From an optimization exercise on the open Yosys and OpenROAD flow, aimed at small area, a short achievable clock period and few clock cycles; shortcuts taken in it are not production practice. The RTL was checked by simulation tests, not by an equivalence proof against the original design.

File: flow/design.v
package brv32p_pkg;
  typedef enum logic [6:0] {
    OP_LUI      = 7'b0110111,
    OP_AUIPC    = 7'b0010111,
    OP_JAL      = 7'b1101111,
    OP_JALR     = 7'b1100111,
    OP_BRANCH   = 7'b1100011,
    OP_LOAD     = 7'b0000011,
    OP_STORE    = 7'b0100011,
    OP_IMM      = 7'b0010011,
    OP_REG      = 7'b0110011,
    OP_FENCE    = 7'b0001111,
    OP_SYSTEM   = 7'b1110011
  } opcode_e;
  typedef enum logic [3:0] {
    ALU_ADD   = 4'b0000,
    ALU_SUB   = 4'b1000,
    ALU_SLL   = 4'b0001,
    ALU_SLT   = 4'b0010,
    ALU_SLTU  = 4'b0011,
    ALU_XOR   = 4'b0100,
    ALU_SRL   = 4'b0101,
    ALU_SRA   = 4'b1101,
    ALU_OR    = 4'b0110,
    ALU_AND   = 4'b0111,
    ALU_PASS_B = 4'b1111    
  } alu_op_e;
  typedef enum logic [2:0] {
    MD_MUL    = 3'b000,
    MD_MULH   = 3'b001,
    MD_MULHSU = 3'b010,
    MD_MULHU  = 3'b011,
    MD_DIV    = 3'b100,
    MD_DIVU   = 3'b101,
    MD_REM    = 3'b110,
    MD_REMU   = 3'b111
  } md_op_e;
  typedef enum logic [2:0] {
    WB_ALU    = 3'd0,
    WB_MEM    = 3'd1,
    WB_PC4    = 3'd2,   
    WB_CSR    = 3'd3,
    WB_MULDIV = 3'd4
  } wb_sel_e;
  typedef enum logic [1:0] {
    MEM_BYTE = 2'b00,
    MEM_HALF = 2'b01,
    MEM_WORD = 2'b10
  } mem_width_e;
  typedef enum logic [2:0] {
    BR_NONE = 3'b000,
    BR_EQ   = 3'b001,
    BR_NE   = 3'b010,
    BR_LT   = 3'b011,
    BR_GE   = 3'b100,
    BR_LTU  = 3'b101,
    BR_GEU  = 3'b110
  } branch_type_e;
  typedef enum logic [1:0] {
    FWD_NONE  = 2'b00,
    FWD_EX_MEM = 2'b01,
    FWD_MEM_WB = 2'b10
  } fwd_sel_e;
  typedef struct packed {
    alu_op_e      alu_op;
    logic         alu_src;         
    logic         muldiv_en;
    md_op_e       muldiv_op;
    logic         mem_rd;
    logic         mem_wr;
    mem_width_e   mem_width;
    logic         mem_sign_ext;
    logic         reg_wr;
    wb_sel_e      wb_sel;
    branch_type_e branch_type;
    logic         jal;
    logic         jalr;
    logic         auipc;           
    logic         csr_en;
    logic [2:0]   csr_op;
    logic [11:0]  csr_addr;
    logic         ecall;
    logic         ebreak;
    logic         mret;
    logic         fence;
    logic         illegal;
  } ctrl_t;
  localparam logic [11:0] CSR_MSTATUS   = 12'h300;
  localparam logic [11:0] CSR_MIE       = 12'h304;
  localparam logic [11:0] CSR_MTVEC     = 12'h305;
  localparam logic [11:0] CSR_MSCRATCH  = 12'h340;
  localparam logic [11:0] CSR_MEPC      = 12'h341;
  localparam logic [11:0] CSR_MCAUSE    = 12'h342;
  localparam logic [11:0] CSR_MTVAL     = 12'h343;
  localparam logic [11:0] CSR_MIP       = 12'h344;
  localparam logic [11:0] CSR_MCYCLE    = 12'hB00;
  localparam logic [11:0] CSR_MINSTRET  = 12'hB02;
  localparam logic [11:0] CSR_MHARTID   = 12'hF14;
  localparam logic [31:0] RESET_VECTOR  = 32'h0000_0000;
  localparam logic [31:0] IMEM_BASE     = 32'h0000_0000;
  localparam logic [31:0] DMEM_BASE     = 32'h1000_0000;
  localparam logic [31:0] PERIPH_BASE   = 32'h2000_0000;
  localparam logic [31:0] GPIO_BASE     = 32'h2000_0000;
  localparam logic [31:0] UART_BASE     = 32'h2000_0100;
  localparam logic [31:0] TIMER_BASE    = 32'h2000_0200;
  localparam int ICACHE_SETS     = 64;    
  localparam int ICACHE_WAYS     = 2;     
  localparam int ICACHE_LINE_W   = 128;   
  localparam int DCACHE_SETS     = 64;
  localparam int DCACHE_WAYS     = 2;
  localparam int DCACHE_LINE_W   = 128;
  localparam int AXI_ADDR_W = 32;
  localparam int AXI_DATA_W = 32;
  localparam int AXI_STRB_W = AXI_DATA_W / 8;
endpackage
module alu (
  input  logic [31:0] a,
  input  logic [31:0] b,
  input  brv32p_pkg::alu_op_e     op,
  output logic [31:0] result,
  output logic        zero
);
  always_comb begin
    case (op)
      brv32p_pkg::ALU_ADD:    result = a + b;
      brv32p_pkg::ALU_SUB:    result = a - b;
      brv32p_pkg::ALU_SLL:    result = a << b[4:0];
      brv32p_pkg::ALU_SLT:    result = {31'b0, $signed(a) < $signed(b)};
      brv32p_pkg::ALU_SLTU:   result = {31'b0, a < b};
      brv32p_pkg::ALU_XOR:    result = a ^ b;
      brv32p_pkg::ALU_SRL:    result = a >> b[4:0];
      brv32p_pkg::ALU_SRA:    result = $unsigned($signed(a) >>> b[4:0]);
      brv32p_pkg::ALU_OR:     result = a | b;
      brv32p_pkg::ALU_AND:    result = a & b;
      brv32p_pkg::ALU_PASS_B: result = b;
      default:    result = 32'b0;
    endcase
  end
  assign zero = (result == 32'b0);
endmodule
module compressed_decoder (
  input  logic [31:0] instr_in,      
  output logic [31:0] instr_out,     
  output logic        is_compressed,  
  output logic        illegal_c      
);
  logic [15:0] ci;   
  assign ci = instr_in[15:0];
  assign is_compressed = (ci[1:0] != 2'b11);
  function automatic logic [4:0] cr(input logic [2:0] r);
    cr = {2'b01, r};
  endfunction
  always_comb begin
    instr_out = instr_in;   
    illegal_c = 1'b0;
    if (is_compressed) begin
      instr_out = 32'h0000_0013;   
      illegal_c = 1'b0;
      case (ci[1:0])
        2'b00: begin
          case (ci[15:13])
            3'b000: begin  
              if (ci[12:5] == 8'b0) begin
                illegal_c = 1'b1;
              end else begin
                logic [9:0] nzuimm;
                nzuimm = {ci[10:7], ci[12:11], ci[5], ci[6], 2'b00};
                instr_out = {2'b0, nzuimm, 5'd2, 3'b000, cr(ci[4:2]), 7'b0010011};
              end
            end
            3'b010: begin  
              logic [6:0] off;
              off = {ci[5], ci[12:10], ci[6], 2'b00};
              instr_out = {5'b0, off, cr(ci[9:7]), 3'b010, cr(ci[4:2]), 7'b0000011};
            end
            3'b110: begin  
              logic [6:0] off;
              off = {ci[5], ci[12:10], ci[6], 2'b00};
              instr_out = {5'b0, off[6:5], cr(ci[4:2]), cr(ci[9:7]), 3'b010, off[4:0], 7'b0100011};
            end
            default: illegal_c = 1'b1;
          endcase
        end
        2'b01: begin
          case (ci[15:13])
            3'b000: begin  
              logic [5:0] imm;
              imm = {ci[12], ci[6:2]};
              instr_out = {{6{imm[5]}}, imm, ci[11:7], 3'b000, ci[11:7], 7'b0010011};
            end
            3'b001: begin  
              logic [20:0] jimm;
              jimm = {{10{ci[12]}}, ci[8], ci[10:9], ci[6], ci[7], ci[2], ci[11], ci[5:3], 1'b0};
              instr_out = {jimm[20], jimm[10:1], jimm[11], jimm[19:12], 5'd1, 7'b1101111};
            end
            3'b010: begin  
              logic [5:0] imm;
              imm = {ci[12], ci[6:2]};
              instr_out = {{6{imm[5]}}, imm, 5'd0, 3'b000, ci[11:7], 7'b0010011};
            end
            3'b011: begin
              if (ci[11:7] == 5'd2) begin  
                logic [9:0] nzimm;
                nzimm = {ci[12], ci[4:3], ci[5], ci[2], ci[6], 4'b0000};
                instr_out = {{2{nzimm[9]}}, nzimm, 5'd2, 3'b000, 5'd2, 7'b0010011};
              end else begin  
                logic [17:0] nzuimm;
                nzuimm = {ci[12], ci[6:2], 12'b0};
                instr_out = {{14{ci[12]}}, ci[12], ci[6:2], ci[11:7], 7'b0110111};
              end
            end
            3'b100: begin  
              case (ci[11:10])
                2'b00: begin  
                  instr_out = {7'b0000000, ci[6:2], cr(ci[9:7]), 3'b101, cr(ci[9:7]), 7'b0010011};
                end
                2'b01: begin  
                  instr_out = {7'b0100000, ci[6:2], cr(ci[9:7]), 3'b101, cr(ci[9:7]), 7'b0010011};
                end
                2'b10: begin  
                  logic [5:0] imm;
                  imm = {ci[12], ci[6:2]};
                  instr_out = {{6{imm[5]}}, imm, cr(ci[9:7]), 3'b111, cr(ci[9:7]), 7'b0010011};
                end
                2'b11: begin
                  case ({ci[12], ci[6:5]})
                    3'b000: instr_out = {7'b0100000, cr(ci[4:2]), cr(ci[9:7]), 3'b000, cr(ci[9:7]), 7'b0110011};  
                    3'b001: instr_out = {7'b0000000, cr(ci[4:2]), cr(ci[9:7]), 3'b100, cr(ci[9:7]), 7'b0110011};  
                    3'b010: instr_out = {7'b0000000, cr(ci[4:2]), cr(ci[9:7]), 3'b110, cr(ci[9:7]), 7'b0110011};  
                    3'b011: instr_out = {7'b0000000, cr(ci[4:2]), cr(ci[9:7]), 3'b111, cr(ci[9:7]), 7'b0110011};  
                    default: illegal_c = 1'b1;
                  endcase
                end
              endcase
            end
            3'b101: begin  
              logic [20:0] jimm;
              jimm = {{10{ci[12]}}, ci[8], ci[10:9], ci[6], ci[7], ci[2], ci[11], ci[5:3], 1'b0};
              instr_out = {jimm[20], jimm[10:1], jimm[11], jimm[19:12], 5'd0, 7'b1101111};
            end
            3'b110: begin  
              logic [8:0] boff;
              boff = {ci[12], ci[6:5], ci[2], ci[11:10], ci[4:3], 1'b0};
              instr_out = {boff[8], {3{boff[8]}}, boff[7:5], 5'd0, cr(ci[9:7]), 3'b000, boff[4:1], boff[8], 7'b1100011};
            end
            3'b111: begin  
              logic [8:0] boff;
              boff = {ci[12], ci[6:5], ci[2], ci[11:10], ci[4:3], 1'b0};
              instr_out = {boff[8], {3{boff[8]}}, boff[7:5], 5'd0, cr(ci[9:7]), 3'b001, boff[4:1], boff[8], 7'b1100011};
            end
            default: illegal_c = 1'b1;
          endcase
        end
        2'b10: begin
          case (ci[15:13])
            3'b000: begin  
              instr_out = {7'b0000000, ci[6:2], ci[11:7], 3'b001, ci[11:7], 7'b0010011};
            end
            3'b010: begin  
              logic [7:0] off;
              off = {ci[3:2], ci[12], ci[6:4], 2'b00};
              instr_out = {4'b0, off, 5'd2, 3'b010, ci[11:7], 7'b0000011};
            end
            3'b100: begin
              if (ci[12] == 1'b0) begin
                if (ci[6:2] == 5'b0) begin  
                  instr_out = {12'b0, ci[11:7], 3'b000, 5'd0, 7'b1100111};
                end else begin  
                  instr_out = {7'b0, ci[6:2], 5'd0, 3'b000, ci[11:7], 7'b0110011};
                end
              end else begin
                if (ci[6:2] == 5'b0) begin
                  if (ci[11:7] == 5'b0) begin  
                    instr_out = 32'h0010_0073;
                  end else begin  
                    instr_out = {12'b0, ci[11:7], 3'b000, 5'd1, 7'b1100111};
                  end
                end else begin  
                  instr_out = {7'b0, ci[6:2], ci[11:7], 3'b000, ci[11:7], 7'b0110011};
                end
              end
            end
            3'b110: begin  
              logic [7:0] off;
              off = {ci[8:7], ci[12:9], 2'b00};
              instr_out = {4'b0, off[7:5], ci[6:2], 5'd2, 3'b010, off[4:0], 7'b0100011};
            end
            default: illegal_c = 1'b1;
          endcase
        end
        default: begin
        end
      endcase
    end
  end
endmodule
module decoder (
  input  logic [31:0] instr,
  output logic [4:0]  rs1_addr,
  output logic [4:0]  rs2_addr,
  output logic [4:0]  rd_addr,
  output logic [31:0] imm,
  output brv32p_pkg::ctrl_t       ctrl
);
  brv32p_pkg::opcode_e opcode;
  logic [2:0] funct3;
  logic [6:0] funct7;
  assign opcode   = brv32p_pkg::opcode_e'(instr[6:0]);
  assign funct3   = instr[14:12];
  assign funct7   = instr[31:25];
  assign rs1_addr = instr[19:15];
  assign rs2_addr = instr[24:20];
  assign rd_addr  = instr[11:7];
  always_comb begin
    case (opcode)
      brv32p_pkg::OP_LOAD, brv32p_pkg::OP_JALR, brv32p_pkg::OP_IMM, brv32p_pkg::OP_SYSTEM:
        imm = {{20{instr[31]}}, instr[31:20]};
      brv32p_pkg::OP_STORE:
        imm = {{20{instr[31]}}, instr[31:25], instr[11:7]};
      brv32p_pkg::OP_BRANCH:
        imm = {{19{instr[31]}}, instr[31], instr[7], instr[30:25], instr[11:8], 1'b0};
      brv32p_pkg::OP_LUI, brv32p_pkg::OP_AUIPC:
        imm = {instr[31:12], 12'b0};
      brv32p_pkg::OP_JAL:
        imm = {{11{instr[31]}}, instr[31], instr[19:12], instr[20], instr[30:21], 1'b0};
      default:
        imm = 32'b0;
    endcase
  end
  always_comb begin
    ctrl = '0;
    case (opcode)
      brv32p_pkg::OP_LUI: begin
        ctrl.reg_wr  = 1'b1;
        ctrl.alu_op  = brv32p_pkg::ALU_PASS_B;
        ctrl.alu_src = 1'b1;
        ctrl.wb_sel  = brv32p_pkg::WB_ALU;
      end
      brv32p_pkg::OP_AUIPC: begin
        ctrl.reg_wr  = 1'b1;
        ctrl.alu_op  = brv32p_pkg::ALU_ADD;
        ctrl.alu_src = 1'b1;
        ctrl.auipc   = 1'b1;   
        ctrl.wb_sel  = brv32p_pkg::WB_ALU;
      end
      brv32p_pkg::OP_JAL: begin
        ctrl.jal     = 1'b1;
        ctrl.reg_wr  = 1'b1;
        ctrl.wb_sel  = brv32p_pkg::WB_PC4;
      end
      brv32p_pkg::OP_JALR: begin
        ctrl.jalr    = 1'b1;
        ctrl.reg_wr  = 1'b1;
        ctrl.alu_src = 1'b1;
        ctrl.alu_op  = brv32p_pkg::ALU_ADD;
        ctrl.wb_sel  = brv32p_pkg::WB_PC4;
      end
      brv32p_pkg::OP_BRANCH: begin
        case (funct3)
          3'b000: ctrl.branch_type = brv32p_pkg::BR_EQ;
          3'b001: ctrl.branch_type = brv32p_pkg::BR_NE;
          3'b100: ctrl.branch_type = brv32p_pkg::BR_LT;
          3'b101: ctrl.branch_type = brv32p_pkg::BR_GE;
          3'b110: ctrl.branch_type = brv32p_pkg::BR_LTU;
          3'b111: ctrl.branch_type = brv32p_pkg::BR_GEU;
          default: ctrl.illegal = 1'b1;
        endcase
      end
      brv32p_pkg::OP_LOAD: begin
        ctrl.mem_rd      = 1'b1;
        ctrl.reg_wr      = 1'b1;
        ctrl.alu_src     = 1'b1;
        ctrl.alu_op      = brv32p_pkg::ALU_ADD;
        ctrl.wb_sel      = brv32p_pkg::WB_MEM;
        ctrl.mem_width   = brv32p_pkg::mem_width_e'(funct3[1:0]);
        ctrl.mem_sign_ext = ~funct3[2];
      end
      brv32p_pkg::OP_STORE: begin
        ctrl.mem_wr    = 1'b1;
        ctrl.alu_src   = 1'b1;
        ctrl.alu_op    = brv32p_pkg::ALU_ADD;
        ctrl.mem_width = brv32p_pkg::mem_width_e'(funct3[1:0]);
      end
      brv32p_pkg::OP_IMM: begin
        ctrl.reg_wr  = 1'b1;
        ctrl.alu_src = 1'b1;
        ctrl.wb_sel  = brv32p_pkg::WB_ALU;
        case (funct3)
          3'b000: ctrl.alu_op = brv32p_pkg::ALU_ADD;
          3'b001: ctrl.alu_op = brv32p_pkg::ALU_SLL;
          3'b010: ctrl.alu_op = brv32p_pkg::ALU_SLT;
          3'b011: ctrl.alu_op = brv32p_pkg::ALU_SLTU;
          3'b100: ctrl.alu_op = brv32p_pkg::ALU_XOR;
          3'b101: ctrl.alu_op = funct7[5] ? brv32p_pkg::ALU_SRA : brv32p_pkg::ALU_SRL;
          3'b110: ctrl.alu_op = brv32p_pkg::ALU_OR;
          3'b111: ctrl.alu_op = brv32p_pkg::ALU_AND;
        endcase
      end
      brv32p_pkg::OP_REG: begin
        ctrl.reg_wr = 1'b1;
        ctrl.wb_sel = brv32p_pkg::WB_ALU;
        if (funct7 == 7'b0000001) begin
          ctrl.muldiv_en = 1'b1;
          ctrl.muldiv_op = brv32p_pkg::md_op_e'(funct3);
          ctrl.wb_sel    = brv32p_pkg::WB_MULDIV;
        end else begin
          case (funct3)
            3'b000: ctrl.alu_op = funct7[5] ? brv32p_pkg::ALU_SUB : brv32p_pkg::ALU_ADD;
            3'b001: ctrl.alu_op = brv32p_pkg::ALU_SLL;
            3'b010: ctrl.alu_op = brv32p_pkg::ALU_SLT;
            3'b011: ctrl.alu_op = brv32p_pkg::ALU_SLTU;
            3'b100: ctrl.alu_op = brv32p_pkg::ALU_XOR;
            3'b101: ctrl.alu_op = funct7[5] ? brv32p_pkg::ALU_SRA : brv32p_pkg::ALU_SRL;
            3'b110: ctrl.alu_op = brv32p_pkg::ALU_OR;
            3'b111: ctrl.alu_op = brv32p_pkg::ALU_AND;
          endcase
        end
      end
      brv32p_pkg::OP_SYSTEM: begin
        if (funct3 == 3'b000) begin
          case (instr[31:20])
            12'h000: ctrl.ecall  = 1'b1;
            12'h001: ctrl.ebreak = 1'b1;
            12'h302: ctrl.mret   = 1'b1;
            default: ctrl.illegal = 1'b1;
          endcase
        end else begin
          ctrl.csr_en   = 1'b1;
          ctrl.csr_op   = funct3;
          ctrl.csr_addr = instr[31:20];
          ctrl.reg_wr   = 1'b1;
          ctrl.wb_sel   = brv32p_pkg::WB_CSR;
        end
      end
      brv32p_pkg::OP_FENCE: begin
        ctrl.fence = 1'b1;
      end
      default: begin
        ctrl.illegal = 1'b1;
      end
    endcase
  end
endmodule
module regfile (
  input  logic        clk,
  input  logic        rst_n,
  input  logic [4:0]  rs1_addr,
  output logic [31:0] rs1_data,
  input  logic [4:0]  rs2_addr,
  output logic [31:0] rs2_data,
  input  logic        wr_en,
  input  logic [4:0]  rd_addr,
  input  logic [31:0] rd_data
);
  logic [31:0] regs [1:31];
  assign rs1_data = (rs1_addr == 5'd0) ? 32'd0 :
                    (wr_en && rd_addr == rs1_addr) ? rd_data : regs[rs1_addr];
  assign rs2_data = (rs2_addr == 5'd0) ? 32'd0 :
                    (wr_en && rd_addr == rs2_addr) ? rd_data : regs[rs2_addr];
  always_ff @(posedge clk or negedge rst_n) begin
    if (!rst_n) begin
      for (int i = 1; i < 32; i++)
        regs[i] <= 32'd0;
    end else if (wr_en && rd_addr != 5'd0) begin
      regs[rd_addr] <= rd_data;
    end
  end
endmodule
module muldiv (
  input  logic        clk,
  input  logic        rst_n,
  input  logic        start,
  input  logic        hold,        
  input  brv32p_pkg::md_op_e      op,
  input  logic [31:0] a,           
  input  logic [31:0] b,           
  output logic [31:0] result,
  output logic        busy,
  output logic        valid        
);
  logic signed [63:0] mul_ss;
  logic signed [63:0] mul_su;
  logic        [63:0] mul_uu;
  assign mul_ss = $signed(a) * $signed(b);
  assign mul_su = $signed(a) * $signed({1'b0, b});
  assign mul_uu = $unsigned(a) * $unsigned(b);
  logic        div_active;
  logic [5:0]  div_count;
  logic        div_signed;
  logic        div_rem;
  logic        negate_result;
  logic        negate_remainder;
  logic [31:0] dividend;
  logic [31:0] divisor_reg;
  logic [63:0] div_acc;     
  logic [31:0] div_result;
  logic        div_done;
  assign div_done = div_active && (div_count == 6'd32);
  logic is_div_op;
  logic div_launch;
  assign is_div_op  = (op == brv32p_pkg::MD_DIV || op == brv32p_pkg::MD_DIVU || op == brv32p_pkg::MD_REM || op == brv32p_pkg::MD_REMU);
  assign div_launch = start && !div_active && is_div_op;
  always_ff @(posedge clk or negedge rst_n) begin
    if (!rst_n) begin
      div_active       <= 1'b0;
      div_count        <= 6'd0;
      div_acc          <= 64'd0;
      divisor_reg      <= 32'd0;
      div_signed       <= 1'b0;
      div_rem          <= 1'b0;
      negate_result    <= 1'b0;
      negate_remainder <= 1'b0;
    end else if (div_launch) begin
      div_active <= 1'b1;
      div_count  <= 6'd0;
      div_signed <= (op == brv32p_pkg::MD_DIV) || (op == brv32p_pkg::MD_REM);
      div_rem    <= (op == brv32p_pkg::MD_REM) || (op == brv32p_pkg::MD_REMU);
      if ((op == brv32p_pkg::MD_DIV) || (op == brv32p_pkg::MD_REM)) begin
        logic [31:0] abs_a, abs_b;
        abs_a = a[31] ? (~a + 1) : a;
        abs_b = b[31] ? (~b + 1) : b;
        div_acc     <= {32'd0, abs_a};
        divisor_reg <= abs_b;
        negate_result    <= a[31] ^ b[31];
        negate_remainder <= a[31];
      end else begin
        div_acc     <= {32'd0, a};
        divisor_reg <= b;
        negate_result    <= 1'b0;
        negate_remainder <= 1'b0;
      end
    end else if (div_active) begin
      if (div_count < 6'd32) begin
        logic [32:0] rem_sh;
        logic [33:0] diff;
        rem_sh = {div_acc[63:32], div_acc[31]};
        diff   = {1'b0, rem_sh} - {2'b0, divisor_reg};
        if (!diff[33]) begin
          div_acc <= {diff[31:0], div_acc[30:0], 1'b1};
        end else begin
          div_acc <= {rem_sh[31:0], div_acc[30:0], 1'b0};
        end
        div_count <= div_count + 1'b1;
      end else if (!hold) begin
        div_active <= 1'b0;
      end
    end
  end
  always_comb begin
    if (div_rem) begin
      div_result = negate_remainder ? (~div_acc[63:32] + 1) : div_acc[63:32];
    end else begin
      div_result = negate_result ? (~div_acc[31:0] + 1) : div_acc[31:0];
    end
    if (divisor_reg == 32'd0) begin
      if (div_rem)
        div_result = dividend;
      else
        div_result = 32'hFFFF_FFFF;
    end
  end
  logic is_mul;
  assign is_mul = (op == brv32p_pkg::MD_MUL || op == brv32p_pkg::MD_MULH || op == brv32p_pkg::MD_MULHSU || op == brv32p_pkg::MD_MULHU);
  always_comb begin
    valid  = 1'b0;
    busy   = div_launch || (div_active && !div_done);
    result = 32'b0;
    if (start && !div_active && is_mul) begin
      valid = 1'b1;
      case (op)
        brv32p_pkg::MD_MUL:    result = mul_ss[31:0];
        brv32p_pkg::MD_MULH:   result = mul_ss[63:32];
        brv32p_pkg::MD_MULHSU: result = mul_su[63:32];
        brv32p_pkg::MD_MULHU:  result = mul_uu[63:32];
        default:   result = 32'b0;
      endcase
    end else if (div_done) begin
      valid  = 1'b1;
      result = div_result;
    end
  end
  always_ff @(posedge clk) begin
    if (div_launch)
      dividend <= a;
  end
endmodule
module hazard_unit (
  input  logic [4:0]  id_rs1,
  input  logic [4:0]  id_rs2,
  input  logic [4:0]  ex_rs1,
  input  logic [4:0]  ex_rs2,
  input  logic [4:0]  ex_rd,
  input  logic        ex_reg_wr,
  input  logic        ex_mem_rd,      
  input  brv32p_pkg::wb_sel_e     ex_wb_sel,
  input  logic [4:0]  mem_rd,
  input  logic        mem_reg_wr,
  input  logic [4:0]  wb_rd,
  input  logic        wb_reg_wr,
  input  logic        branch_mispredict,
  input  logic        mem_redirect,    
  input  logic        jump_ex,         
  input  logic        muldiv_busy,
  output brv32p_pkg::fwd_sel_e    fwd_rs1,
  output brv32p_pkg::fwd_sel_e    fwd_rs2,
  output logic        stall_if,
  output logic        stall_id,
  output logic        stall_ex,
  output logic        flush_id,
  output logic        flush_ex,
  output logic        flush_mem
);
  logic load_use_hazard;
  assign load_use_hazard = ex_mem_rd && (ex_rd != 5'd0) &&
                           ((ex_rd == id_rs1) || (ex_rd == id_rs2));
  always_comb begin
    if (mem_reg_wr && (mem_rd != 5'd0) && (mem_rd == ex_rs1))
      fwd_rs1 = brv32p_pkg::FWD_EX_MEM;
    else if (wb_reg_wr && (wb_rd != 5'd0) && (wb_rd == ex_rs1))
      fwd_rs1 = brv32p_pkg::FWD_MEM_WB;
    else
      fwd_rs1 = brv32p_pkg::FWD_NONE;
    if (mem_reg_wr && (mem_rd != 5'd0) && (mem_rd == ex_rs2))
      fwd_rs2 = brv32p_pkg::FWD_EX_MEM;
    else if (wb_reg_wr && (wb_rd != 5'd0) && (wb_rd == ex_rs2))
      fwd_rs2 = brv32p_pkg::FWD_MEM_WB;
    else
      fwd_rs2 = brv32p_pkg::FWD_NONE;
  end
  always_comb begin
    stall_if  = 1'b0;
    stall_id  = 1'b0;
    stall_ex  = 1'b0;
    flush_id  = 1'b0;
    flush_ex  = 1'b0;
    flush_mem = 1'b0;
    if (muldiv_busy) begin
      stall_if = 1'b1;
      stall_id = 1'b1;
      stall_ex = 1'b1;
    end
    else if (load_use_hazard) begin
      stall_if = 1'b1;
      stall_id = 1'b1;
      flush_ex = 1'b1;    
    end
    if (branch_mispredict) begin
      flush_id  = 1'b1;
      flush_ex  = 1'b1;
      stall_if  = 1'b0;
      stall_id  = 1'b0;
    end
    if (mem_redirect)
      flush_mem = 1'b1;
  end
endmodule
module csr (
  input  logic        clk,
  input  logic        rst_n,
  input  logic        csr_en,
  input  logic [11:0] csr_addr,
  input  logic [2:0]  csr_op,
  input  logic [31:0] csr_wdata,
  output logic [31:0] csr_rdata,
  input  logic        trap_enter,
  input  logic [31:0] trap_cause,
  input  logic [31:0] trap_val,
  input  logic [31:0] trap_pc,
  output logic [31:0] mtvec_out,
  output logic [31:0] mepc_out,
  input  logic        mret
);
  logic [31:0] mstatus, mie, mtvec, mscratch, mepc, mcause, mtval;
  assign mtvec_out = mtvec;
  assign mepc_out  = mepc;
  always_comb begin
    csr_rdata = 32'b0;
    case (csr_addr)
      brv32p_pkg::CSR_MSTATUS:  csr_rdata = mstatus;
      brv32p_pkg::CSR_MIE:      csr_rdata = mie;
      brv32p_pkg::CSR_MTVEC:    csr_rdata = mtvec;
      brv32p_pkg::CSR_MSCRATCH: csr_rdata = mscratch;
      brv32p_pkg::CSR_MEPC:     csr_rdata = mepc;
      brv32p_pkg::CSR_MCAUSE:   csr_rdata = mcause;
      brv32p_pkg::CSR_MTVAL:    csr_rdata = mtval;
      brv32p_pkg::CSR_MHARTID:  csr_rdata = 32'd0;
      default:      csr_rdata = 32'b0;
    endcase
  end
  always_ff @(posedge clk or negedge rst_n) begin
    if (!rst_n) begin
      mstatus  <= 32'b0;
      mie      <= 32'b0;
      mtvec    <= 32'b0;
      mscratch <= 32'b0;
      mepc     <= 32'b0;
      mcause   <= 32'b0;
      mtval    <= 32'b0;
    end else begin
      if (trap_enter) begin
        mepc       <= trap_pc;
        mcause     <= trap_cause;
        mtval      <= trap_val;
        mstatus[7] <= mstatus[3];
        mstatus[3] <= 1'b0;
      end else if (mret) begin
        mstatus[3] <= mstatus[7];
        mstatus[7] <= 1'b1;
      end else if (csr_en) begin
        logic [31:0] nv;
        case (csr_op[1:0])
          2'b01: nv = csr_wdata;
          2'b10: nv = csr_rdata | csr_wdata;
          2'b11: nv = csr_rdata & ~csr_wdata;
          default: nv = csr_rdata;
        endcase
        case (csr_addr)
          brv32p_pkg::CSR_MSTATUS:  mstatus  <= nv & 32'h88;
          brv32p_pkg::CSR_MIE:      mie      <= nv;
          brv32p_pkg::CSR_MTVEC:    mtvec    <= {nv[31:2], 2'b00};
          brv32p_pkg::CSR_MSCRATCH: mscratch <= nv;
          brv32p_pkg::CSR_MEPC:     mepc     <= {nv[31:1], 1'b0};
          brv32p_pkg::CSR_MCAUSE:   mcause   <= nv;
          brv32p_pkg::CSR_MTVAL:    mtval    <= nv;
          default: ;
        endcase
      end
    end
  end
endmodule
module brv32p_core (
  input  logic        clk,
  input  logic        rst_n,
  output logic [31:0] imem_addr,
  output logic        imem_rd,
  input  logic [31:0] imem_rdata,
  input  logic        imem_ready,
  output logic [31:0] dmem_addr,
  output logic        dmem_rd,
  output logic        dmem_wr,
  output logic [1:0]  dmem_width,
  output logic        dmem_sign_ext,
  output logic [31:0] dmem_wdata,
  input  logic [31:0] dmem_rdata,
  input  logic        dmem_ready
);
  logic stall_if, stall_id, stall_ex;
  logic flush_id, flush_ex, flush_mem;
  brv32p_pkg::fwd_sel_e fwd_rs1, fwd_rs2;
  logic mem_stall;
  logic dmem_stall;
  logic imem_stall;
  assign dmem_stall = (dmem_rd | dmem_wr) & ~dmem_ready;
  assign imem_stall = imem_rd & ~imem_ready;
  assign mem_stall  = dmem_stall | imem_stall;
  logic [31:0] pc_if, pc_next;
  logic [31:0] instr_raw_if;
  logic        is_compressed_if;
  always_ff @(posedge clk or negedge rst_n) begin
    if (!rst_n)
      pc_if <= brv32p_pkg::RESET_VECTOR;
    else if (!stall_if && !mem_stall)
      pc_if <= pc_next;
  end
  assign imem_addr = pc_if;
  assign imem_rd   = 1'b1;
  assign instr_raw_if = imem_rdata;
  logic [31:0] instr_expanded_if;
  logic        illegal_c_if;
  compressed_decoder u_cdec (
    .instr_in      (instr_raw_if),
    .instr_out     (instr_expanded_if),
    .is_compressed (is_compressed_if),
    .illegal_c     (illegal_c_if)
  );
  logic        branch_mispredict_ex;
  logic [31:0] branch_target_ex;
  logic        trap_enter;
  logic [31:0] mtvec_out, mepc_out;
  logic        mret_ex;
  logic [31:0] pc_inc;
  assign pc_inc = is_compressed_if ? 32'd2 : 32'd4;
  always_comb begin
    if (trap_enter)
      pc_next = mtvec_out;
    else if (mret_ex)
      pc_next = mepc_out;
    else if (branch_mispredict_ex)
      pc_next = branch_target_ex;
    else
      pc_next = pc_if + pc_inc;
  end
  logic [31:0] pc_id, instr_id;
  logic [31:0] pc_inc_id;
  logic        illegal_c_id;
  always_ff @(posedge clk or negedge rst_n) begin
    if (!rst_n) begin
      pc_id         <= 32'b0;
      instr_id      <= 32'h0000_0013;  
      pc_inc_id     <= 32'd4;
      illegal_c_id  <= 1'b0;
    end else if (flush_id && !mem_stall) begin
      pc_id         <= 32'b0;
      instr_id      <= 32'h0000_0013;  
      pc_inc_id     <= 32'd4;
      illegal_c_id  <= 1'b0;
    end else if (!stall_id && !mem_stall) begin
      pc_id         <= pc_if;
      instr_id      <= instr_expanded_if;
      pc_inc_id     <= pc_inc;
      illegal_c_id  <= illegal_c_if;
    end
  end
  logic [4:0]  rs1_addr_id, rs2_addr_id, rd_addr_id;
  logic [31:0] imm_id;
  brv32p_pkg::ctrl_t       ctrl_id;
  logic [31:0] rs1_data_raw, rs2_data_raw;
  decoder u_decoder (
    .instr    (instr_id),
    .rs1_addr (rs1_addr_id),
    .rs2_addr (rs2_addr_id),
    .rd_addr  (rd_addr_id),
    .imm      (imm_id),
    .ctrl     (ctrl_id)
  );
  logic        wb_wr_en;
  logic [4:0]  wb_rd_addr;
  logic [31:0] wb_rd_data;
  regfile u_regfile (
    .clk      (clk),
    .rst_n    (rst_n),
    .rs1_addr (rs1_addr_id),
    .rs1_data (rs1_data_raw),
    .rs2_addr (rs2_addr_id),
    .rs2_data (rs2_data_raw),
    .wr_en    (wb_wr_en),
    .rd_addr  (wb_rd_addr),
    .rd_data  (wb_rd_data)
  );
  logic [31:0] pc_ex, rs1_data_ex, rs2_data_ex, imm_ex;
  logic [31:0] pc_inc_ex;
  logic [4:0]  rs1_addr_ex, rs2_addr_ex, rd_addr_ex;
  brv32p_pkg::ctrl_t       ctrl_ex;
  always_ff @(posedge clk or negedge rst_n) begin
    if (!rst_n) begin
      ctrl_ex       <= '0;
      pc_ex         <= 32'b0;
      rs1_data_ex   <= 32'b0;
      rs2_data_ex   <= 32'b0;
      imm_ex        <= 32'b0;
      pc_inc_ex     <= 32'd4;
      rs1_addr_ex   <= 5'b0;
      rs2_addr_ex   <= 5'b0;
      rd_addr_ex    <= 5'b0;
    end else if (flush_ex && !stall_ex && !mem_stall) begin
      ctrl_ex       <= '0;
      pc_ex         <= 32'b0;
      rs1_data_ex   <= 32'b0;
      rs2_data_ex   <= 32'b0;
      imm_ex        <= 32'b0;
      pc_inc_ex     <= 32'd4;
      rs1_addr_ex   <= 5'b0;
      rs2_addr_ex   <= 5'b0;
      rd_addr_ex    <= 5'b0;
    end else if (!stall_ex && !mem_stall) begin
      ctrl_ex       <= ctrl_id;
      pc_ex         <= pc_id;
      rs1_data_ex   <= rs1_data_raw;
      rs2_data_ex   <= rs2_data_raw;
      imm_ex        <= imm_id;
      pc_inc_ex     <= pc_inc_id;
      rs1_addr_ex   <= rs1_addr_id;
      rs2_addr_ex   <= rs2_addr_id;
      rd_addr_ex    <= rd_addr_id;
    end
  end
  logic [31:0] rs1_fwd, rs2_fwd;
  logic [31:0] alu_result_mem;   
  logic [31:0] wb_data_fwd;      
  always_comb begin
    case (fwd_rs1)
      brv32p_pkg::FWD_EX_MEM:  rs1_fwd = alu_result_mem;
      brv32p_pkg::FWD_MEM_WB:  rs1_fwd = wb_data_fwd;
      default:     rs1_fwd = rs1_data_ex;
    endcase
    case (fwd_rs2)
      brv32p_pkg::FWD_EX_MEM:  rs2_fwd = alu_result_mem;
      brv32p_pkg::FWD_MEM_WB:  rs2_fwd = wb_data_fwd;
      default:     rs2_fwd = rs2_data_ex;
    endcase
  end
  logic [31:0] alu_a, alu_b, alu_result_ex;
  logic        alu_zero;
  assign alu_a = rs1_fwd;
  assign alu_b = ctrl_ex.alu_src ? imm_ex : rs2_fwd;
  alu u_alu (
    .a      (alu_a),
    .b      (alu_b),
    .op     (ctrl_ex.alu_op),
    .result (alu_result_ex),
    .zero   (alu_zero)
  );
  logic [31:0] auipc_result;
  assign auipc_result = pc_ex + imm_ex;
  logic [31:0] muldiv_result;
  logic        muldiv_busy, muldiv_valid;
  muldiv u_muldiv (
    .clk    (clk),
    .rst_n  (rst_n),
    .start  (ctrl_ex.muldiv_en && !flush_mem),
    .hold   (mem_stall),
    .op     (ctrl_ex.muldiv_op),
    .a      (rs1_fwd),
    .b      (rs2_fwd),
    .result (muldiv_result),
    .busy   (muldiv_busy),
    .valid  (muldiv_valid)
  );
  logic branch_taken_ex;
  logic [31:0] branch_target_computed;
  always_comb begin
    branch_taken_ex = 1'b0;
    case (ctrl_ex.branch_type)
      brv32p_pkg::BR_EQ:  branch_taken_ex = (rs1_fwd == rs2_fwd);
      brv32p_pkg::BR_NE:  branch_taken_ex = (rs1_fwd != rs2_fwd);
      brv32p_pkg::BR_LT:  branch_taken_ex = ($signed(rs1_fwd) < $signed(rs2_fwd));
      brv32p_pkg::BR_GE:  branch_taken_ex = ($signed(rs1_fwd) >= $signed(rs2_fwd));
      brv32p_pkg::BR_LTU: branch_taken_ex = (rs1_fwd < rs2_fwd);
      brv32p_pkg::BR_GEU: branch_taken_ex = (rs1_fwd >= rs2_fwd);
      default: branch_taken_ex = 1'b0;
    endcase
  end
  assign branch_target_computed = ctrl_ex.jalr ?
    {alu_result_ex[31:1], 1'b0} : (pc_ex + imm_ex);
  logic actual_taken;
  assign actual_taken = branch_taken_ex || ctrl_ex.jal || ctrl_ex.jalr;
  assign branch_mispredict_ex = actual_taken;
  assign branch_target_ex = actual_taken ? branch_target_computed :
                            (pc_ex + pc_inc_ex);  
  assign mret_ex = ctrl_mem.mret;
  logic [31:0] ex_result;
  always_comb begin
    case (ctrl_ex.wb_sel)
      brv32p_pkg::WB_ALU:    ex_result = alu_result_ex;
      brv32p_pkg::WB_PC4:    ex_result = pc_ex + pc_inc_ex;
      brv32p_pkg::WB_MULDIV: ex_result = muldiv_result;
      default:   ex_result = alu_result_ex;
    endcase
    if (ctrl_ex.auipc)
      ex_result = auipc_result;
    if (ctrl_ex.csr_en)
      ex_result = ctrl_ex.csr_op[2] ? {27'b0, rs1_addr_ex} : rs1_fwd;
  end
  logic [31:0] pc_mem;
  logic [31:0] ex_result_mem, rs2_data_mem;
  logic [4:0]  rd_addr_mem;
  brv32p_pkg::ctrl_t       ctrl_mem;
  assign alu_result_mem = (ctrl_mem.wb_sel == brv32p_pkg::WB_CSR) ? csr_rdata : ex_result_mem;
  always_ff @(posedge clk or negedge rst_n) begin
    if (!rst_n) begin
      ctrl_mem       <= '0;
      pc_mem         <= 32'b0;
      ex_result_mem  <= 32'b0;
      rs2_data_mem   <= 32'b0;
      rd_addr_mem    <= 5'b0;
    end else if ((flush_mem || stall_ex) && !mem_stall) begin
      ctrl_mem       <= '0;
      pc_mem         <= 32'b0;
      ex_result_mem  <= 32'b0;
      rs2_data_mem   <= 32'b0;
      rd_addr_mem    <= 5'b0;
    end else if (!mem_stall) begin
      ctrl_mem       <= ctrl_ex;
      pc_mem         <= pc_ex;
      ex_result_mem  <= ex_result;
      rs2_data_mem   <= rs2_fwd;
      rd_addr_mem    <= rd_addr_ex;
    end
  end
  assign dmem_addr     = ex_result_mem;
  assign dmem_rd       = ctrl_mem.mem_rd;
  assign dmem_wr       = ctrl_mem.mem_wr;
  assign dmem_width    = ctrl_mem.mem_width;
  assign dmem_sign_ext = ctrl_mem.mem_sign_ext;
  assign dmem_wdata    = rs2_data_mem;
  logic [31:0] mem_result;
  assign mem_result = ctrl_mem.mem_rd ? dmem_rdata : ex_result_mem;
  logic [31:0] csr_rdata;
  assign trap_enter = ctrl_mem.ecall || ctrl_mem.ebreak ||
                      ctrl_mem.illegal;
  logic [31:0] trap_cause, trap_val;
  always_comb begin
    trap_cause = 32'b0;
    trap_val   = 32'b0;
    if (ctrl_mem.illegal) begin
      trap_cause = 32'd2;
    end else if (ctrl_mem.ecall) begin
      trap_cause = 32'd11;
    end else if (ctrl_mem.ebreak) begin
      trap_cause = 32'd3;
    end
  end
  logic [31:0] mem_result_wb;
  logic [31:0] csr_rdata_wb;
  logic [4:0]  rd_addr_wb;
  brv32p_pkg::ctrl_t       ctrl_wb;
  always_ff @(posedge clk or negedge rst_n) begin
    if (!rst_n) begin
      ctrl_wb      <= '0;
      mem_result_wb <= 32'b0;
      csr_rdata_wb <= 32'b0;
      rd_addr_wb   <= 5'b0;
    end else if (!mem_stall) begin
      ctrl_wb      <= ctrl_mem;
      mem_result_wb <= mem_result;
      csr_rdata_wb <= csr_rdata;
      rd_addr_wb   <= rd_addr_mem;
    end
  end
  always_comb begin
    case (ctrl_wb.wb_sel)
      brv32p_pkg::WB_MEM:    wb_rd_data = mem_result_wb;
      brv32p_pkg::WB_CSR:    wb_rd_data = csr_rdata_wb;
      default:   wb_rd_data = mem_result_wb;
    endcase
  end
  assign wb_wr_en  = ctrl_wb.reg_wr;
  assign wb_rd_addr = rd_addr_wb;
  assign wb_data_fwd = wb_rd_data;   
  logic [31:0] csr_wdata;
  assign csr_wdata = ex_result_mem;    
  csr u_csr (
    .clk           (clk),
    .rst_n         (rst_n),
    .csr_en        (ctrl_mem.csr_en && !trap_enter && !mem_stall),
    .csr_addr      (ctrl_mem.csr_addr),
    .csr_op        (ctrl_mem.csr_op),
    .csr_wdata     (csr_wdata),
    .csr_rdata     (csr_rdata),
    .trap_enter    (trap_enter && !mem_stall),
    .trap_cause    (trap_cause),
    .trap_val      (trap_val),
    .trap_pc       (pc_mem),
    .mtvec_out     (mtvec_out),
    .mepc_out      (mepc_out),
    .mret          (mret_ex && !mem_stall)
  );
  hazard_unit u_hazard (
    .id_rs1           (rs1_addr_id),
    .id_rs2           (rs2_addr_id),
    .ex_rs1           (rs1_addr_ex),
    .ex_rs2           (rs2_addr_ex),
    .ex_rd            (rd_addr_ex),
    .ex_reg_wr        (ctrl_ex.reg_wr),
    .ex_mem_rd        (ctrl_ex.mem_rd),
    .ex_wb_sel        (ctrl_ex.wb_sel),
    .mem_rd           (rd_addr_mem),
    .mem_reg_wr       (ctrl_mem.reg_wr),
    .wb_rd            (rd_addr_wb),
    .wb_reg_wr        (ctrl_wb.reg_wr),
    .branch_mispredict(branch_mispredict_ex || trap_enter || mret_ex),
    .mem_redirect     (trap_enter || mret_ex),
    .jump_ex          (ctrl_ex.jal || ctrl_ex.jalr),
    .muldiv_busy      (muldiv_busy),
    .fwd_rs1          (fwd_rs1),
    .fwd_rs2          (fwd_rs2),
    .stall_if         (stall_if),
    .stall_id         (stall_id),
    .stall_ex         (stall_ex),
    .flush_id         (flush_id),
    .flush_ex         (flush_ex),
    .flush_mem        (flush_mem)
  );
endmodule
File: flow/run.sh
#!/bin/bash
# synth_recipe.tcl (not shown) runs the flow's synth.tcl, then flattens the netlist and writes it again
# the make line also repeats each setting of config.mk as NAME=value (left out here)
make -C /OpenROAD-flow-scripts/flow DESIGN_CONFIG=/design/flow/config.mk WORK_HOME=/design/flow/orfs CLKGATE_MAP_FILE= SYNTH_SCRIPT=/design/flow/synth_recipe.tcl finish
File: flow/config.mk
export PLATFORM = sky130hd
export DESIGN_NAME = brv32p_core
export DESIGN_NICKNAME = brv32p_core
export VERILOG_FILES = /design/flow/design.v
export SDC_FILE = /design/flow/constraint.sdc
export NUM_CORES = 8
export LEC_CHECK = 0
export CAP_MARGIN = 20
export CORE_MARGIN = 2
export CORE_UTILIZATION = 45
export PLACE_DENSITY = 0.6
export SLEW_MARGIN = 20
File: flow/constraint.sdc
create_clock -name core_clock -period 15.0 [get_ports {clk}]
set_input_delay 3.0000 -clock core_clock [delete_from_list [all_inputs] [get_ports {clk}]]
set_output_delay 3.0000 -clock core_clock [all_outputs]
set_load 0.01 [all_outputs]
==> run notes <==
worst reg2reg max path: cells and delay by family (launching register included):
family / cells / cell delay (ns)
buf+inv: 6 / 1.49
xor+xnor: 2 / 0.34
simple gates: 10 / 3.78
flops: 1 / 0.46
fa+ha+maj: 9 / 4.21
compound gates: 9 / 3.82
metal layers:
layer / global-route usage [%] / part of all wire [%] / wire [µm] / vias to the layer above
li1: - / - / - / 67400
met1: 60.3 / 38 / 360000 / 84100
met2: 62.6 / 40 / 376000 / 12300
met3: 15.8 / 13 / 124000 / 3128
met4: 30.1 / 8.2 / 76900 / 48
met5: 0.142 / 0.065 / 606 / -
stage by stage:
stage / hold slack (ns) / utilization, %
after CTS: 0.423 / 49.7
after global routing: 0.477 / 49.8
after detailed placement: 0.456 / 47.9
after floorplan: 0.437 / -
after global placement: 0.455 / 47.8
final: 0.431 / 49.8
layout make-up:
class	instances	share of cell area (%)
Sequential cell	1811	22.9
Clock buffer	297	3.08
Multi-Input combinational cell	14100	61.0
Timing Repair Buffer	817	3.43
Tap cell	5265	3.31
Antenna cell	100	0.126
Inverter	2958	5.58
Clock inverter	94	0.609
Yosys cell counts, types with 27 or more instances:
| cell type | number |
|---|---|
| nand3_1 | 356 |
| inv_1 | 2922 |
| or2_2 | 27 |
| nand2_1 | 2104 |
| o31ai_1 | 60 |
| xor2_1 | 163 |
| and2_1 | 31 |
| ha_1 | 892 |
| o211ai_1 | 79 |
| nor3_1 | 238 |
| or3_1 | 56 |
| a221oi_1 | 376 |
| a22o_1 | 385 |
| and3_1 | 88 |
| nand2b_1 | 73 |
| nor4_1 | 85 |
| buf_1 | 120 |
| clkbuf_1 | 1169 |
| a211oi_1 | 139 |
| nor3b_1 | 28 |
| o21ai_0 | 1269 |
| mux2_2 | 53 |
| nor2b_1 | 48 |
| nand4_1 | 216 |
| mux2i_1 | 195 |
| or4_1 | 36 |
| buf_2 | 67 |
| a22oi_1 | 477 |
| a221o_1 | 46 |
| o221ai_1 | 69 |
| a21oi_1 | 1185 |
| a2111oi_0 | 59 |
| a222oi_1 | 78 |
| o21a_1 | 53 |
| o2111ai_1 | 35 |
| o22ai_1 | 64 |
| dfrtp_1 | 1774 |
| nor2_1 | 1757 |
| o21bai_1 | 47 |
| fa_1 | 2281 |
| xnor2_1 | 235 |
| a31oi_1 | 117 |
| nand3b_1 | 71 |
| a21o_1 | 152 |
| edfxtp_1 | 32 |
path summary, 6_finish.rpt:
kind / start / endpoint / slack (ns) / cells past startpoint
min in group asynchronous: rst_n / u_regfile.regs[11][7] / 1.95 / 1
worst max-delay path: ctrl_mem[8] / ex_result_mem[29] / 0.80 / 36
worst min register to register: pc_id[22] / pc_ex[22] / 0.43 / 1
worst max register to register: ctrl_mem[8] / ex_result_mem[29] / 0.80 / 36
worst min-delay path: pc_id[22] / pc_ex[22] / 0.43 / 1
max in group asynchronous: rst_n / rs2_data_mem[16] / 9.64 / 4
logic make-up (layout without fill, tap and decap cells):
kind of cell,Yosys count,after routing,synth area share (%)
buf+inv,4326,4166,9.05
other cells,1,101,0.00207
mux,255,255,1.49
fa+ha+maj,3173,3173,31.4
compound gates,4977,4977,18.2
flops,1811,1811,25.1
xor+xnor,398,398,1.93
simple gates,5289,5289,12.8
==> flow_summary.ini <==
[cells_and_area]
n_fill_cell = 38100
top_regs = u_regfile.regs (992), u_muldiv.div_acc (64), ctrl_ex (44)
final_cell_mix = inv_1, fa_1, nand2_1
final_nets = 23100
mostFrequentLayoutCell = inv_1
top_register = u_regfile.regs
regArea_um2 = 45500
largest_reg_flops = 992
multi_input_area_um2 = 121000
synthToLayoutAreaGrowth_pct = 9.97
instances_no_fill = 25400
layout-drive-gt1-share_pct = 7.35
final_cell_area_um2 = 199000

[floorplan]
top_level_ports = 170
core_um2 = 400000
dieArea_um2 = 407000
start_util_pct = 45.3
die_y_um = 638
rows = 232
die_x_um = 638

[route]
drc = 0
viasPerCell = 6.57
dr.pass1.iters = 10
drt_iter0_markers = 26900
post_drt_wl_per_cell_um = 36.9
vias = 167000
final_antenna_net_count = 0
drt-total-wl_um = 937000

[global_routing]
grt_pass1_wl_um = 1300000
grt_antenna_before_repair = 100
grt_pass1_vias = 162000
grt-ovfl-total = 0
grt_use_total_pct = 45.5
grt_max_degree = 169

[placed_design]
numPortBuffers = 168
gp_congestion = 1.08
dp_slack_ns = 1.02
hpwlAfterDp_um = 683000
place_area_um2 = 191000
dp.cells = 24900

[worst_setup_path]
critical_path_required_ns = 15.82
cp.arrival_ns = 15.01
max_stage_delay_ns = 0.90
cp_top_family = adder cells
endpoint_kind = flip-flop
critPathMaxFanout = 25
worstSetupPathType = reg2reg
crit_buf_inv = 6
cp_common_cell = fa_1
crit_path_start_kind = flip-flop
cpMaxStageDelayCell = a31oi_1

[hold_path]
hp-class = reg2reg

[clocking]
clock-sinks = 1811
clock_latency_ns = 1.09
cts_resized = 0
cts_tree = done
clockRootBuffer = clkbuf_16
hold_buffers = 0
cts_setup_buffers = 0
htreeDepth = 4
cts_buffers = 210
cts_buffer_depth = 4
path_clk_slew_ns = 0.06

[timing]
hold_viol_final = 0
setup_violations = 0
fin_skew_ns = 0.212
setup_tns_ns = 0
max_slew_margin_pct = 9.38
finalMaxSlewViolations = 0
layout_min_cycle_time_ns = 14.20
finalCritPeriodShare_pct = 94.6
tightest_slew_ns = 1.35
max_freq_ghz = 0.0704
worst_slack_ns = 0.804
grt_setup_unrepaired = false

[yosys]
synth_area_um2 = 181000
yosys-top-cells-area = fa_1, dfrtp_1, ha_1, inv_1, nand2_1
yosys_warnings = 9
synth_cell_types = 115
synth_nets = 23500
seq_area_frac_synth_pct = 25.1
synth-edff-count = 32
synth-seq-cells = 1811
synthCells = 20200
synth.avg_cell_area_um2 = 8.95
synth_top_area_share_pct = 25.2
synthFlopType = dfrtp_1
yosysTopAreaCell = fa_1
async_reset_ff_share_pct = 98.2

[flow_run]
drv_cap = 0

[status]
status = timing/DRC/antenna clean

[pwr]
Testbench counts, summed over its fixed seeds: cycles 679,071.

-- re-timing with driven ports --
Ports are ideal in the flow. The routed layout listed here was re-timed in OpenROAD.
Step 1, drivers: a clkbuf_16 drives clk and a buf_2 each remaining input, both assumed.
Step 2 adds t to the input delays and takes it off the output delays; t is the mean of the earliest and latest rising clock arrival at the registers after step 1. Input paths then give back, and output paths get back, about the clock's delay inside the block.
Slacks: ideal ports / drivers / drivers and shift; pairs: ideal ports / drivers.
shift t [ns]: 1.079
slack for setup (ns): 0.804 / 0.804 / 0.804
worst setup path at the end: register to register
latest minus earliest clock arrival (ns): 0.216 / 0.217
cell pins on the clock port's net: 1
After both steps this run still meets setup and hold. The setup slack of this run moves by 0.000 ns with the drivers and by 0.000 ns with both steps.
